From an optimization exercise on the open Yosys and OpenROAD flow, aimed at small area, a short achievable clock period and few clock cycles per item; shortcuts taken in it are not production practice. Function was checked by simulation only, so behaviour that the tests miss may differ from the original.

## flow/design.v (module list and top-level ports; edited modules follow where they fit)
// module cordic: 5424 lines
// module cordic_top: 49 lines
module cordic_top (
    input wire clk,
    input wire rst,
    input wire in_valid,
    output wire in_ready,
    input wire [31 : 0] x_in,
    input wire [31 : 0] y_in,
    input wire [31 : 0] z_in,
    output reg out_valid,
    output reg [31 : 0] x_out,
    output reg [31 : 0] y_out,
    output wire [31 : 0] z_out
);
  // ...
==> flow/flow/run.sh <==
#!/bin/bash
# Standard ORFS layout, with one extra step between synthesis and floorplan:
# flow/polar.py re-polarises the full-adder cells of the synthesized netlist
# (a full adder is self-dual) so that most inverters between them disappear.
set -euo pipefail
R=orfs/results/$FLOW_PLATFORM/cordic_top/base
bash standard.sh synth > make_synth.log 2>&1
cp $R/1_2_yosys.v 1_2_yosys.orig.v
XCAP=1 XMAX=1 python3 flow/polar.py $R/1_2_yosys.v > polar.log 2>&1
rm -f $R/1_synth.odb $R/1_synth.sdc
bash standard.sh finish "BUFFER_PORTS_ARGS=-buffer_cell sky130_fd_sc_hd__buf_2" "CTS_ARGS=-sink_clustering_enable -repair_clock_nets -root_buf sky130_fd_sc_hd__clkbuf_16 -buf_list sky130_fd_sc_hd__clkbuf_8 -sink_clustering_size 16 -sink_clustering_max_diameter 80 -dont_use_dummy_load" > make_finish.log 2>&1
==> flow/flow/cells.txt <==
a2111o_1
a2111o_2
a2111o_4
a2111oi_0
a2111oi_1
a2111oi_2
a2111oi_4
a211o_1
a211o_2
a211o_4
a211oi_1
a211oi_2
a211oi_4
a21bo_1
a21bo_2
a21bo_4
a21boi_0
a21boi_1
a21boi_2
a21boi_4
a21o_1
a21o_2
a21o_4
a21oi_1
a21oi_2
a21oi_4
a221o_1
a221o_2
a221o_4
a221oi_1
a221oi_2
a221oi_4
a222oi_1
a22o_1
a22o_2
a22o_4
a22oi_1
a22oi_2
a22oi_4
a2bb2o_1
a2bb2o_2
a2bb2o_4
a2bb2oi_1
a2bb2oi_2
a2bb2oi_4
a311o_1
a311o_2
a311o_4
a311oi_1
a311oi_2
a311oi_4
a31o_1
a31o_2
a31o_4
a31oi_1
a31oi_2
a31oi_4
a32o_1
a32o_2
a32o_4
a32oi_1
a32oi_2
a32oi_4
a41o_1
a41o_2
a41o_4
a41oi_1
a41oi_2
a41oi_4
and2_0
and2_1
and2_2
and2_4
and2b_1
and2b_2
and2b_4
and3_1
and3_2
and3_4
and3b_1
and3b_2
and3b_4
and4_1
and4_2
and4_4
and4b_1
and4b_2
and4b_4
and4bb_1
and4bb_2
and4bb_4
buf_1
buf_12
buf_16
buf_2
buf_4
buf_6
buf_8
bufbuf_16
bufbuf_8
bufinv_16
bufinv_8
clkbuf_1
clkbuf_16
clkbuf_2
clkbuf_4
clkbuf_8
clkdlybuf4s15_1
clkdlybuf4s15_2
clkdlybuf4s18_1
clkdlybuf4s18_2
clkdlybuf4s25_1
clkdlybuf4s25_2
clkdlybuf4s50_1
clkdlybuf4s50_2
clkinv_1
clkinv_16
clkinv_2
clkinv_4
clkinv_8
clkinvlp_2
clkinvlp_4
conb_1
decap_12
decap_3
decap_4
decap_6
decap_8
dfbbn_1
dfbbn_2
dfbbp_1
dfrbp_1
dfrbp_2
dfrtn_1
dfrtp_1
dfrtp_2
dfrtp_4
dfsbp_1
dfsbp_2
dfstp_1
dfstp_2
dfstp_4
dfxbp_1
dfxbp_2
dfxtp_1
dfxtp_2
dfxtp_4
diode_2
dlclkp_1
dlclkp_2
dlclkp_4
dlrbn_1
dlrbn_2
dlrbp_1
dlrbp_2
dlrtn_1
dlrtn_2
dlrtn_4
dlrtp_1
dlrtp_2
dlrtp_4
dlxbn_1
dlxbn_2
dlxbp_1
dlxtn_1
dlxtn_2
dlxtn_4
dlxtp_1
dlygate4sd1_1
dlygate4sd2_1
dlygate4sd3_1
dlymetal6s2s_1
dlymetal6s4s_1
dlymetal6s6s_1
ebufn_1
ebufn_2
ebufn_4
ebufn_8
edfxbp_1
edfxtp_1
einvn_0
einvn_1
einvn_2
einvn_4
einvn_8
einvp_1
einvp_2
einvp_4
einvp_8
fa_1
fa_2
fa_4
fah_1
fahcin_1
fahcon_1
ha_1
ha_2
ha_4
inv_1
inv_12
inv_16
inv_2
inv_4
inv_6
inv_8
lpflow_bleeder_1
lpflow_clkbufkapwr_1
lpflow_clkbufkapwr_16
lpflow_clkbufkapwr_2
lpflow_clkbufkapwr_4
lpflow_clkbufkapwr_8
lpflow_clkinvkapwr_1
lpflow_clkinvkapwr_16
lpflow_clkinvkapwr_2
lpflow_clkinvkapwr_4
lpflow_clkinvkapwr_8
lpflow_decapkapwr_12
lpflow_decapkapwr_3
lpflow_decapkapwr_4
lpflow_decapkapwr_6
lpflow_decapkapwr_8
lpflow_inputiso0n_1
lpflow_inputiso0p_1
lpflow_inputiso1n_1
lpflow_inputiso1p_1
lpflow_inputisolatch_1
lpflow_isobufsrc_1
lpflow_isobufsrc_16
lpflow_isobufsrc_2
lpflow_isobufsrc_4
lpflow_isobufsrc_8
lpflow_isobufsrckapwr_16
lpflow_lsbuf_lh_hl_isowell_tap_1
lpflow_lsbuf_lh_hl_isowell_tap_2
lpflow_lsbuf_lh_hl_isowell_tap_4
lpflow_lsbuf_lh_isowell_4
lpflow_lsbuf_lh_isowell_tap_1
lpflow_lsbuf_lh_isowell_tap_2
lpflow_lsbuf_lh_isowell_tap_4
macro_sparecell
maj3_1
maj3_2
maj3_4
mux2_1
mux2_2
mux2_4
mux2_8
mux2i_1
mux2i_2
mux2i_4
mux4_1
mux4_2
mux4_4
nand2_1
nand2_2
nand2_4
nand2_8
nand2b_1
nand2b_2
nand2b_4
nand3_1
nand3_2
nand3_4
nand3b_1
nand3b_2
nand3b_4
nand4_1
nand4_2
nand4_4
nand4b_1
nand4b_2
nand4b_4
nand4bb_1
nand4bb_2
nand4bb_4
nor2_1
nor2_2
nor2_4
nor2_8
nor2b_1
nor2b_2
nor2b_4
nor3_1
nor3_2
nor3_4
nor3b_1
nor3b_2
nor3b_4
nor4_1
nor4_2
nor4_4
nor4b_1
nor4b_2
nor4b_4
nor4bb_1
nor4bb_2
nor4bb_4
o2111a_1
o2111a_2
o2111a_4
o2111ai_1
o2111ai_2
o2111ai_4
o211a_1
o211a_2
o211a_4
o211ai_1
o211ai_2
o211ai_4
o21a_1
o21a_2
o21a_4
o21ai_0
o21ai_1
o21ai_2
o21ai_4
o21ba_1
o21ba_2
o21ba_4
o21bai_1
o21bai_2
o21bai_4
o221a_1
o221a_2
o221a_4
o221ai_1
o221ai_2
o221ai_4
o22a_1
o22a_2
o22a_4
o22ai_1
o22ai_2
o22ai_4
o2bb2a_1
o2bb2a_2
o2bb2a_4
o2bb2ai_1
o2bb2ai_2
o2bb2ai_4
o311a_1
o311a_2
o311a_4
o311ai_0
o311ai_1
o311ai_2
o311ai_4
o31a_1
o31a_2
o31a_4
o31ai_1
o31ai_2
o31ai_4
o32a_1
o32a_2
o32a_4
o32ai_1
o32ai_2
o32ai_4
o41a_1
o41a_2
o41a_4
o41ai_1
o41ai_2
o41ai_4
or2_0
or2_1
or2_2
or2_4
or2b_1
or2b_2
or2b_4
or3_1
or3_2
or3_4
or3b_1
or3b_2
or3b_4
or4_1
or4_2
or4_4
or4b_1
or4b_2
or4b_4
or4bb_1
or4bb_2
or4bb_4
probe_p_8
probec_p_8
sdfbbn_1
sdfbbn_2
sdfbbp_1
sdfrbp_1
sdfrbp_2
sdfrtn_1
sdfrtp_1
sdfrtp_2
sdfrtp_4
sdfsbp_1
sdfsbp_2
sdfstp_1
sdfstp_2
sdfstp_4
sdfxbp_1
sdfxbp_2
sdfxtp_1
sdfxtp_2
sdfxtp_4
sdlclkp_1
sdlclkp_2
sdlclkp_4
sedfxbp_1
sedfxbp_2
sedfxtp_1
sedfxtp_2
sedfxtp_4
xnor2_1
xnor2_2
xnor2_4
xnor3_1
xnor3_2
xnor3_4
xor2_1
xor2_2
xor2_4
xor3_1
xor3_2
xor3_4
==> flow/flow/polar.py <==
#!/usr/bin/env python3
"""Re-polarise the full-adder cells of a Yosys netlist to remove inverters.

A full adder is self-dual: FA(~a, ~b, ~c) = (~sum, ~cout).  Synthesis leaves
many inverters between full adders (on carries and sums).  This pass chooses,
for every full adder, whether it computes its function on true or on
complemented signals so that as few inverters as possible are needed, then
rebuilds the inverters: one per signal whose complement some pin needs.
XOR/XNOR gates are treated as polarity-free (an inverted input is absorbed
by swapping XOR and XNOR).  Weak drivers of high-fanout nets are then upsized
(the removed inverters were often sized by synthesis for such nets) and XOR
gates are capped at drive strength 2.  Flip-flops keep their cell type (only
their drive strength may grow); no register is added, removed or renamed.

usage: polar.py NETLIST.v   (rewritten in place; a summary goes to stdout)
"""
import re, sys, random

path = sys.argv[1]
src = open(path).read()

m = re.search(r'\bmodule\b.*?;', src, re.S)
body_start = m.end()
body_end = src.rindex('endmodule')
head, body, tail = src[:body_start], src[body_start:body_end], src[body_end:]

# split body into statements ending with ';'
stmts = []
i = 0
cell_re = re.compile(r'^\s*(?:\(\*.*?\*\)\s*)*([A-Za-z_][\w$]*)\s+(\\\S+|[A-Za-z_][\w$]*)\s*\((.*)\)\s*;\s*$', re.S)
pin_re = re.compile(r'\.(\w+)\s*\(\s*(.*?)\s*\)\s*(?:,|$)', re.S)
parts = re.split(r'(?<=;)', body)
cells = []   # [type, name, {pin: net}, order]
other = []
items = []
for p in parts:
    if not p.strip():
        items.append(('raw', p)); continue
    mm = cell_re.match(p)
    if mm and mm.group(1) not in ('wire', 'input', 'output', 'inout', 'assign', 'reg'):
        typ, name, conns = mm.group(1), mm.group(2), mm.group(3)
        pins = []
        for pm in re.finditer(r'\.(\w+)\s*\(((?:[^()]|\([^()]*\))*)\)', conns):
            pins.append((pm.group(1), pm.group(2).strip()))
        cells.append([typ, name, pins])
        items.append(('cell', len(cells) - 1))
    else:
        items.append(('raw', p))

def norm(n):
    return n.strip()

OUTS = {'X', 'Y', 'Q', 'Q_N', 'SUM', 'COUT', 'HI', 'LO'}
is_inv = lambda t: re.match(r'sky130_fd_sc_hd__(inv|clkinv)_\d+$', t) is not None
is_fa = lambda t: re.match(r'sky130_fd_sc_hd__fa_\d+$', t) is not None
is_x = lambda t: re.match(r'sky130_fd_sc_hd__x(n)?or[23]_\d+$', t) is not None
def swap_x(t):
    return t.replace('__xnor', '__XOR').replace('__xor', '__xnor').replace('__XOR', '__xor')

# nets used outside cells (assign statements, ports) are fixed loads
raw_text = ''.join(p for k, p in items if k == 'raw')
port_names = set(re.findall(r'\b(?:input|output|inout)\b[^;]*?(\\?\S+)\s*;', src))

driver = {}
for ci, (typ, name, pins) in enumerate(cells):
    for p, n in pins:
        if p in OUTS:
            driver[norm(n)] = (ci, p)

def used_outside(n):
    base = re.sub(r'\s*\[\d+\]$', '', n).lstrip('\\').strip()
    return base in port_names or (n in raw_text and 'assign' in raw_text)

# inverters we may remove: plain inverters whose output is not a port / assign net
removable = set()
for ci, (typ, name, pins) in enumerate(cells):
    if is_inv(typ):
        d = dict(pins)
        if not used_outside(norm(d['Y'])):
            removable.add(ci)

inv_of = {}  # output net -> input net for removable inverters
for ci in removable:
    d = dict(cells[ci][2])
    inv_of[norm(d['Y'])] = norm(d['A'])

def root(n):
    par = 0
    seen = 0
    while n in inv_of and seen < 100:
        n = inv_of[n]; par ^= 1; seen += 1
    return n, par

fa_ids = [ci for ci, c in enumerate(cells) if is_fa(c[0]) or is_x(c[0])]
fa_index = {ci: k for k, ci in enumerate(fa_ids)}
# root nets driven by an FA output
root_fa = {}
for ci in fa_ids:
    for p, n in cells[ci][2]:
        if p in ('SUM', 'COUT', 'X', 'Y'):
            root_fa[norm(n)] = fa_index[ci]

# loads: (cell index, pin position, root, parity, fa owner or None)
loads = []
for ci, (typ, name, pins) in enumerate(cells):
    if ci in removable:
        continue
    for k, (p, n) in enumerate(pins):
        if p in OUTS or p == 'CLK':
            continue
        r, par = root(norm(n))
        if par == 0 and r not in root_fa and not is_fa(typ) and not is_x(typ):
            continue  # untouched
        owner = fa_index.get(ci) if (is_fa(typ) or is_x(typ)) else None
        loads.append((ci, k, r, par, owner))

nfa = len(fa_ids)
xl = {}
for li, (ci, k, r, par, owner) in enumerate(loads):
    if is_x(cells[ci][0]):
        xl.setdefault(ci, []).append(li)
f = [0] * nfa
# per root: list of (load idx)
by_root = {}
for li, (ci, k, r, par, owner) in enumerate(loads):
    by_root.setdefault(r, []).append(li)
# per fa: roots it touches (its outputs and its input roots)
fa_roots = [set() for _ in range(nfa)]
for r, v in root_fa.items():
    fa_roots[v].add(r)
for li, (ci, k, r, par, owner) in enumerate(loads):
    if owner is not None:
        fa_roots[owner].add(r)

def mism(li):
    ci, k, r, par, owner = loads[li]
    return par ^ (f[root_fa[r]] if r in root_fa else 0)

def need(li):
    ci, k, r, par, owner = loads[li]
    if is_x(cells[ci][0]):
        return 0
    rel = par ^ (f[root_fa[r]] if r in root_fa else 0) ^ (f[owner] if owner is not None else 0)
    return rel

def root_cost(r):
    return 1 if any(need(li) for li in by_root.get(r, ())) else 0

def total():
    return sum(root_cost(r) for r in by_root)

before = len(removable)
cur = total()
improved = True
rounds = 0
random.seed(1)
order = list(range(nfa))
best_f = None; best_c = None
while rounds < 60:
    improved = False
    rounds += 1
    random.shuffle(order)
    for v in order:
        rs = fa_roots[v]
        c0 = sum(root_cost(r) for r in rs)
        f[v] ^= 1
        c1 = sum(root_cost(r) for r in rs)
        if c1 < c0:
            improved = True; cur += c1 - c0
        elif c1 == c0 and random.random() < 0.5:
            pass
        else:
            f[v] ^= 1
    if rounds % 10 == 0 or rounds == 60:
        c = total()
        if best_c is None or c < best_c:
            best_c = c; best_f = list(f)
f = best_f
after = total()

# rebuild
for ci in fa_ids:
    if is_x(cells[ci][0]):
        t = f[fa_index[ci]]
        for li in xl.get(ci, ()):
            t ^= mism(li)
        if t:
            old = cells[ci][0]
            cells[ci][0] = swap_x(old)
            if '2_' in old:
                cells[ci][2] = [({'X': 'Y', 'Y': 'X'}.get(p, p), n) for p, n in cells[ci][2]]
newinv = {}
cnt = 0
for li, (ci, k, r, par, owner) in enumerate(loads):
    rel = need(li)
    if rel:
        if r not in newinv:
            cnt += 1
            newinv[r] = '_polinv_%d_' % cnt
        net = newinv[r]
    else:
        net = r
    p, _ = cells[ci][2][k]
    cells[ci][2][k] = (p, net)

def fmt_cell(typ, name, pins):
    return '\n  %s %s (\n%s\n  );' % (typ, name, ',\n'.join('    .%s(%s)' % (p, n if not n.startswith('\\') else n + ' ') for p, n in pins))

# upsize weak drivers of high-fanout nets (the inverters removed above were
# often sized by synthesis for such nets)
import os
libcells = set(open(os.path.join(os.path.dirname(os.path.abspath(__file__)), 'cells.txt')).read().split())
DONT = ('fa_', 'ha_', 'dfxtp', 'conb', 'inv_', 'clkinv')
nfan = {}
for kind, v in items:
    if kind == 'cell' and v not in removable:
        for p, n in cells[v][2]:
            if p not in OUTS:
                nfan[n] = nfan.get(n, 0) + 1
up = 0
for kind, v in items:
    if kind != 'cell' or v in removable:
        continue
    typ = cells[v][0]
    mm = re.match(r'sky130_fd_sc_hd__(\w+)_(\d+)$', typ)
    if not mm or mm.group(1) in ('fa', 'ha', 'conb', 'inv', 'clkinv'):
        continue
    outs = [n for p, n in cells[v][2] if p in OUTS]
    if len(outs) != 1:
        continue
    k = nfan.get(outs[0], 0)
    want = 1 if k <= 4 else 2 if k <= 8 else 4 if k <= 16 else 8
    if mm.group(1).startswith("x"): want = min(want, int(os.environ.get("XMAX", "2")))
    base, size = mm.group(1), int(mm.group(2))
    if base.startswith('x') and size > int(os.environ.get("XCAP", "2")) and '%s_%s' % (base, os.environ.get("XCAP", "2")) in libcells:
        cells[v][0] = 'sky130_fd_sc_hd__%s_%s' % (base, os.environ.get("XCAP", "2")); size = int(os.environ.get("XCAP", "2"))
    if want > size:
        for sz in (want, 4, 2):
            if sz > size and '%s_%d' % (base, sz) in libcells:
                cells[v][0] = 'sky130_fd_sc_hd__%s_%d' % (base, sz); up += 1
                break
print('upsized', up)
out = [head]
for r, nn in newinv.items():
    out.append('\n  wire %s;' % nn)
for kind, v in items:
    if kind == 'raw':
        out.append(v)
    else:
        if v in removable:
            continue
        typ, name, pins = cells[v]
        out.append(fmt_cell(typ, name, pins))
fan = {}
for li in range(len(loads)):
    pass
for kind, v in items:
    if kind == 'cell' and v not in removable:
        for p, n in cells[v][2]:
            if n in newinv.values():
                fan[n] = fan.get(n, 0) + 1
def inv_size(n):
    k = fan.get(n, 1)
    return 1 if k <= 3 else 2 if k <= 6 else 4 if k <= 12 else 8
for r, nn in newinv.items():
    rr = r if not r.startswith('\\') else r + ' '
    out.append('\n  sky130_fd_sc_hd__inv_%d %s_cell (\n    .A(%s),\n    .Y(%s)\n  );' % (inv_size(nn), nn.rstrip('_'), rr, nn))
out.append('\n')
out.append(tail)
open(path, 'w').write(''.join(out))
print('full adders %d, flipped %d, inverters removed %d, added %d' % (nfa, sum(f), before, len(newinv)))
==> flow/standard.sh <==
#!/bin/bash
# synth_recipe.tcl (not shown) runs the flow's synth.tcl, then flattens the netlist and writes it again
# the make line also repeats each setting of config.mk as NAME=value (left out here)
make -C /OpenROAD-flow-scripts/flow DESIGN_CONFIG=/design/flow/config.mk WORK_HOME=/design/flow/orfs CLKGATE_MAP_FILE= SYNTH_SCRIPT=/design/flow/synth_recipe.tcl "${@:-finish}"
==> flow/config.mk <==
export PLATFORM = sky130hd
export DESIGN_NAME = cordic_top
export DESIGN_NICKNAME = cordic_top
export VERILOG_FILES = /design/flow/design.v
export SDC_FILE = /design/flow/constraint.sdc
export NUM_CORES = 4
export LEC_CHECK = 0
export CAP_MARGIN = 20
export CORE_MARGIN = 2
export CORE_UTILIZATION = 40
export SLEW_MARGIN = 20
==> flow/constraint.sdc <==
create_clock -name core_clock -period 200.0 [get_ports {clk}]
set_input_delay 40.0000 -clock core_clock [delete_from_list [all_inputs] [get_ports {clk}]]
set_output_delay 40.0000 -clock core_clock [all_outputs]
set_load 0.01 [all_outputs]
==> impl_metrics.yaml, run 1 <==
final_layout:
  nFlopsAndLatches: 761
  seq_area_um2: 15300
  num-nonclk-inverters: 422
  layout.nets: 7643
  dominant-cell-class: "multi-input combinational cells"
worst_setup_path:
  reg2reg_depth: 103
  critPathMaxStageDelay_ns: 0.45
  crit_chain: "buf_2"
  r2r-start: "cordic_inst.d_14_p0$_DFF_P_"
  path_buf_inv: 1
  critPathSlowestCell: "dfxtp_4"
placed_design:
  dp_hpwl_mm: 117
  post-place-ws_ns: 158.67
yosys:
  yosys_warnings: 2
  syn_area_per_cell_um2: 15.1
  postSynthCellCount: 5031
  synth_fp_nets: 7439
clock_network:
  clockBufferDepth: 3
  numCtsBuffers: 77
  clk_pin_slew_worst_paths_ns: 0.06
floorplanning:
  start_util: 0.403
outcome:
  outcome: "finished clean"
grt:
  grt_use_met1: 0.146
  grt_antenna_before_repair: 2
timing:
  max_freq_ghz: 0.0242
routing:
  wl_per_cell_um: 16.5
  maxUsedRoutingLayer: "met5"
  wl_mm: 128
  drc: 0
min_path:
  min-delay-start: "cordic_inst.zf_p1[4]$_DFF_P_"
Testbench counts, summed over its fixed seeds: cycles 2,120, items 2,048.
==> inputs of run 2 (changes only) <==
--- a/flow/flow/run.sh
+++ b/flow/flow/run.sh
@@ -7,5 +7,5 @@
 bash standard.sh synth > make_synth.log 2>&1
 cp $R/1_2_yosys.v 1_2_yosys.orig.v
-XCAP=1 XMAX=1 python3 flow/polar.py $R/1_2_yosys.v > polar.log 2>&1
+python3 flow/polar.py $R/1_2_yosys.v > polar.log 2>&1
 rm -f $R/1_synth.odb $R/1_synth.sdc
 bash standard.sh finish "BUFFER_PORTS_ARGS=-buffer_cell sky130_fd_sc_hd__buf_2" "CTS_ARGS=-sink_clustering_enable -repair_clock_nets -root_buf sky130_fd_sc_hd__clkbuf_16 -buf_list sky130_fd_sc_hd__clkbuf_8 -sink_clustering_size 16 -sink_clustering_max_diameter 80 -dont_use_dummy_load" > make_finish.log 2>&1
--- a/flow/flow/polar.py
+++ b/flow/flow/polar.py
@@ -7,9 +7,5 @@
 complemented signals so that as few inverters as possible are needed, then
 rebuilds the inverters: one per signal whose complement some pin needs.
-XOR/XNOR gates are treated as polarity-free (an inverted input is absorbed
-by swapping XOR and XNOR).  Weak drivers of high-fanout nets are then upsized
-(the removed inverters were often sized by synthesis for such nets) and XOR
-gates are capped at drive strength 2.  Flip-flops keep their cell type (only
-their drive strength may grow); no register is added, removed or renamed.
+Flip-flops and all other cells are left as they are.
 
 usage: polar.py NETLIST.v   (rewritten in place; a summary goes to stdout)
==> run 2 against run 1 <==
Still clean on timing, DRC and antenna. Routed wire length grew 0.42%. Via count is essentially flat. First-iteration DRC count shrank 6.5%. Clock skew shrank 0.042 ns. Critical path depth grew 104. Worst setup slack lost 0.14 ns. Count of clock-buffer cells in the layout shrank 1. Sequential share of layout area shrank 0.064 points. Critical path type is now flop to flop.
==> impl_metrics.yaml, run 2 <==
clock_network:
  clock-root-buffer: "clkbuf_16"
  h-tree-depth: 3
  clockBufferDepth: 3
  clk_pin_slew_worst_paths_ns: 0.09
  numCtsBuffers: 76
  cts_resized: 0
  cts_num_sinks: 761
  clock_latency_ns: 0.69
  postCtsSetupRepairBufs: 0
  cts_tree: "yes"
  postCtsHoldBufs: 0
worst_setup_path:
  critPathSlowestCell: "fa_1"
  required_ns: 200.55
  cp-end-kind: "flop"
  crit_fanout: 22
  worstSetupPathType: "flop to flop"
  r2r-start: "cordic_inst.d_19_p0$_DFF_P_"
  critPathMaxStageDelay_ns: 0.49
  reg2reg_depth: 105
  cp-start-kind: "flop"
  regToRegSetupSlack_ns: 158.59
  arrival_ns: 41.96
  cp_common_cell: "fa_1"
  r2r_end: "cordic_inst.ylr_23[25]$_DFF_P_"
floorplanning:
  rows: 160
  die_area_um2: 194000
  fp.dieH_um: 441
  dieWidth_um: 441
  io_pins: 197
  core_um2: 190000
  start_util: 0.402
routing:
  vias: 33600
  drc: 0
  wl_mm: 128
  drtPass1Iterations: 4
  via_per_inst: 4.34
  antenna_left: 0
  drt_iter0_drc: 715
  wl_per_cell_um: 16.6
timing:
  hold_slack_ns: 0.330
  final.min_clock_period_ns: 41.41
  fin_crit_sh: 0.207
  max_freq_ghz: 0.0241
  maxSlewViolCount: 0
  finalHoldViolations: 0
  setup-tns-final_ns: 0
  skew_ns: 0.0606
  max_slew_margin: 0.268
  rsz0062_at_grt: "false"
  setup_slack_ns: 158.59
  worst_slew_pin_slew_ns: 1.10
  setup_viol: 0
grt:
  grt_antenna_before_repair: 2
  grt_max_degree: 72
  grt_first_pass_wirelength_mm: 219
  grt_overflow: 0
  grtUsageTotal: 0.143
  grt_pass1_vias: 42000
final_layout:
  final-instance-count-excl-fill: 7736
  drive_gt1_frac: 0.0885
  final_cell_mix: "fa_1, dfxtp_1, xnor2_1, xor2_1, inv_1"
  seq_area_um2: 15300
  syn_to_final_growth_pct: 6.61
  layout.nets: 7633
  multi_input_area_um2: 58600
  final_common_cell: "fa_1"
  fillers: 17300
min_path:
  hold_path_class: "flop to flop"
  min-delay-start: "cordic_inst.zf_p1[4]$_DFF_P_"
  hold_path_depth: 0
  holdPathEnd: "z_o[4]$_DFF_P_"
yosys:
  yosys_warnings: 2
  syn_area_per_cell_um2: 15.2
  syn_area_um2: 76300
  synth_fp_nets: 7439
  postSynthCellCount: 5031
placed_design:
  placedCellCount: 7657
  place_congestion: 0.850
  post-place-ws_ns: 158.45
  dp_hpwl_mm: 117
  port_buffers: 195
run:
  drv_cap: 0
outcome:
  outcome: "finished clean"
run 2: stage by stage:
step                      instance area (um^2)   util
after floorplan                          76300      -
after detailed placement                 80100  0.422
after global routing                     81300  0.429
after CTS                                81300  0.428
after global placement                   80100  0.422
final                                    81300  0.429
run 2: worst max path at each step:
stage,from,slack [ns],endpoint,depth (start not counted)
floorplan,z_o[4]$_DFF_P_,159.37,z_out[10],1
global placement,cordic_inst.zr_6[25]$_DFF_P_,158.59,cordic_inst.xlr_9[22]$_DFF_P_,102
detailed placement,cordic_inst.d_19_p0$_DFF_P_,158.45,cordic_inst.ylr_23[25]$_DFF_P_,105
CTS,cordic_inst.d_19_p0$_DFF_P_,158.39,cordic_inst.ylr_23[25]$_DFF_P_,105
global route,cordic_inst.d_19_p0$_DFF_P_,157.00,cordic_inst.ylr_23[25]$_DFF_P_,105
finish,cordic_inst.d_19_p0$_DFF_P_,158.59,cordic_inst.ylr_23[25]$_DFF_P_,105
run 2: per-layer routing:
metal / track usage / part of all wire / vias up
met5: 0 / 0 / -
met2: 0.292 / 0.59 / 356
met1: 0.149 / 0.36 / 18000
li1: - / - / 15100
met3: 0.0173 / 0.022 / 157
met4: 0.0406 / 0.030 / 0
run 2: cell type report:
| type | count | share of cell area |
|---|---|---|
| Clock buffer | 76 | 0.0141 |
| Antenna cell | 2 | 0.0000615 |
| Inverter | 422 | 0.0204 |
| Sequential cell | 761 | 0.188 |
| Timing Repair Buffer | 268 | 0.0190 |
| Multi-Input combinational cell | 3696 | 0.720 |
| Tap cell | 2511 | 0.0386 |
run 2: worst max-delay path, delay by kind of cell, from the launching register on:
| kind | cells | cell delay (ns) |
|---|---|---|
| fa+ha+maj | 91 | 37.34 |
| xor+xnor | 9 | 2.17 |
| flops | 1 | 0.37 |
| buf+inv | 5 | 1.33 |

## port drivers added, routing unchanged
In the flow no input, the clock included, has a driving cell. The finished layouts below were timed again as built, in two steps. Step 1 assumes that a clkbuf_16 drives the clock port and a buf_2 every other input. Step 2 also shifts input and output timing later by t, the mid clock arrival at the registers, as if the neighbouring blocks saw the same clock. Slacks: no drivers / after step 1 / after step 2; pairs: no drivers / after step 1.
run | t (ns) | setup WS [ns] | worst data-port slew with drivers (ns)
run 1 | 0.725 | 158.723 / 158.643 / 158.798 | 0.06
run 2 | 0.736 | 158.587 / 158.587 / 158.587 | 0.07
After both steps every run listed still meets setup and hold.
